This design comes from an exercise in tuning for small area and a short achievable clock period on the open sky130 flow, not from production work.
At most, simulation tests tie the RTL to the original design; equivalence was not proved.
Power and IR drop assume default switching activity.

// top_level
module top_level
#(parameter WIDTH = 8)
(
	input clk, rst, init, finish, ack,
	input [WIDTH-1:0]
		ori_0,
		ori_1,
		ori_2,
		ori_3,
		ori_4,
		ori_5,
		ori_6,
		ori_7,
		ori_8,
		ori_9,
		ori_10,
		ori_11,
		ori_12,
		ori_13,
		ori_14,
		ori_15,
		ori_16,
		ori_17,
		ori_18,
		ori_19,
		ori_20,
		ori_21,
		ori_22,
		ori_23,
		ori_24,
		ori_25,
		ori_26,
		ori_27,
		ori_28,
		ori_29,
		ori_30,
		ori_31,
		can_0,
		can_1,
		can_2,
		can_3,
		can_4,
		can_5,
		can_6,
		can_7,
		can_8,
		can_9,
		can_10,
		can_11,
		can_12,
		can_13,
		can_14,
		can_15,
		can_16,
		can_17,
		can_18,
		can_19,
		can_20,
		can_21,
		can_22,
		can_23,
		can_24,
		can_25,
		can_26,
		can_27,
		can_28,
		can_29,
		can_30,
		can_31,
	output done,
	output [WIDTH+4:0] out_sad
	);
For scale: about 3000 cells after synthesis, ~260 flip-flops, ~530 I/O pins, ~0.027 sq mm of cells after synthesis.
Settings: LEC_CHECK=0, CAP_MARGIN=20, CORE_MARGIN=2, CORE_UTILIZATION=40, SLEW_MARGIN=20; clock period 5.8 ns.
standard.sh (not shown) runs the stock make flow with config.mk's settings and CLKGATE_MAP_FILE= SYNTH_SCRIPT=/design/flow/synth_recipe.tcl, a recipe that flattens the netlist after the stock synthesis.
==> flow/flow/run.sh <==
#!/bin/bash
# The standard layout, except that the port buffers are buf_1 cells
# (buffer_ports otherwise picks the slow, large clkdlybuf4s50_1). repair_design
# and repair_timing still resize them as they do any buffer.
set -euo pipefail
export BUFFER_PORTS_ARGS="-buffer_cell sky130_fd_sc_hd__buf_1"
bash standard.sh finish > standard.log 2>&1
The starting point finished with timing, DRC and antenna clean.
Next try:
==> flow/flow/run.sh (replaced) <==
#!/bin/bash
# The standard layout with two changes:
#  - the port buffers are buf_1 cells (buffer_ports otherwise picks the slow,
#    large clkdlybuf4s50_1); repair_design and repair_timing still resize them.
#  - synthesis maps the logic with abc_speed.script from this folder: the
#    standard script's delay mapping without its final buffering and sizing
#    passes, so the netlist starts small and the layout's repair_timing sizes
#    up only the paths that need it. Registers, flattening and renaming are
#    exactly as in the standard flow's synthesis (synth_recipe.tcl is used unchanged).
set -euo pipefail
export BUFFER_PORTS_ARGS="-buffer_cell sky130_fd_sc_hd__buf_1"
rm -rf scripts_abc
cp -r "$FLOW_HOME/scripts" scripts_abc
cp flow/abc_speed.script scripts_abc/abc_speed.script
export SCRIPTS_DIR="$PWD/scripts_abc"
bash standard.sh finish > standard.log 2>&1
==> flow/flow/abc_speed.script (new file) <==
strash
&get -n
&st
&dch
&nf
&put
Settings changed: SETUP_SLACK_MARGIN set to 2.8.
Final area rises by 5.1%; hold slack degrades by 27 ps; die area falls by 9.5%; flip-flop and latch count stays the same; routed wire length falls by 6.0%; cell count falls by 9.3%.
Next try:
==> flow/flow/run.sh (replaced) <==
#!/bin/bash
# The standard layout, except that the port buffers are buf_1 cells
# (buffer_ports otherwise picks the slow, large clkdlybuf4s50_1). repair_design
# and repair_timing still resize them as they do any buffer.
set -euo pipefail
export BUFFER_PORTS_ARGS="-buffer_cell sky130_fd_sc_hd__buf_1"
bash standard.sh finish > standard.log 2>&1
Settings changed: ABC_AREA set to 1, CORE_UTILIZATION 40 to 45, PLACE_DENSITY set to 0.9, SETUP_SLACK_MARGIN 2.8 to unset.
removed: flow/flow/abc_speed.script
Result:
- The new run completed without violations
- global-route usage is higher by 1.7 points
- clock skew came out higher by 7.1 ps
- total power went down by roughly a tenth
- register-to-register slack gets worse by 110 ps
- die area barely changes
- critical path depth goes up by 2
- non-clock buffer count shrinks by 81
- setup slack degrades by 110 ps
- design area went down by a few percent

## red
Another version of the RTL of top_level (not shown whole).
For scale: about 250 flip-flops, ~530 I/O pins.
Settings: LEC_CHECK=0, ABC_AREA=0, CAP_MARGIN=20, CORE_MARGIN=2, CORE_UTILIZATION=40, SLEW_MARGIN=20, SYNTH_HIERARCHICAL=1, SYNTH_MINIMUM_KEEP_SIZE=0; clock period 5.8 ns.
==> flow/flow/run.sh <==
#!/bin/bash
# The standard layout, except that the port buffers are buf_1 cells
# (buffer_ports otherwise picks the slow, large clkdlybuf4s50_1). repair_design
# and repair_timing still resize them as they do any buffer.
set -euo pipefail
export BUFFER_PORTS_ARGS="-buffer_cell sky130_fd_sc_hd__buf_1"
bash standard.sh finish > standard.log 2>&1
red finished every step from synthesis to the final layout, and the layout passed the timing, design-rule and antenna checks.
What blue does differently from red at the input level:
Settings: ABC_AREA changed from 0 to 1.
## What came out
blue | stages: all done | timing, DRC, antenna: all pass
blue: register share of the cell area is 2.3 points lower than what red reported.
Compared with red, die extent in x in blue increased by a little under 10%.
red reports its leading cell type in the layout, fill and taps excluded as sky130_fd_sc_hd__buf_1 while blue reports sky130_fd_sc_hd__nand2_1.
red -> blue: fmax increased by more than 10%
Total power of blue is lower than that of red.
Via count (blue / red): 1.6
No run of this note included a check of the RTL's function; only the layout flow was run.

separate check: timing with driven ports:
Ports are ideal in the flow. The routed layouts listed here were re-timed in OpenROAD. Step 1, drivers: a clkbuf_16 drives clk and a buf_2 each remaining input, both assumed. Step 2 times the ports against the registers' clock, not the clock port: input delays grow and output delays shrink by t, the midpoint of the rising clock arrivals with the driver on. a / b / c = ideal / step 1 / step 2; a / b = the first two.
run | t (ns) | slack for setup (ns) | worst setup path after step 2 | pins driven straight from the clock port
the first run of note 1 | 0.625 | 2.453 / 2.453 / 1.890 | input to register | 1
the second run of note 1 | 0.619 | 2.690 / 2.690 / 2.149 | input to register | 1
the third run of note 1 | 0.589 | 2.578 / 2.578 / 2.298 | input to register | 1
red | 0.619 | 2.487 / 2.532 / 1.914 | input to register | 1
blue | 0.632 | 3.019 / 3.056 / 2.424 | input to register | 1
After both steps every run listed still meets setup and hold. The setup slack of blue, which loses most, moves by +0.037 ns with the drivers and by -0.595 ns with both steps.
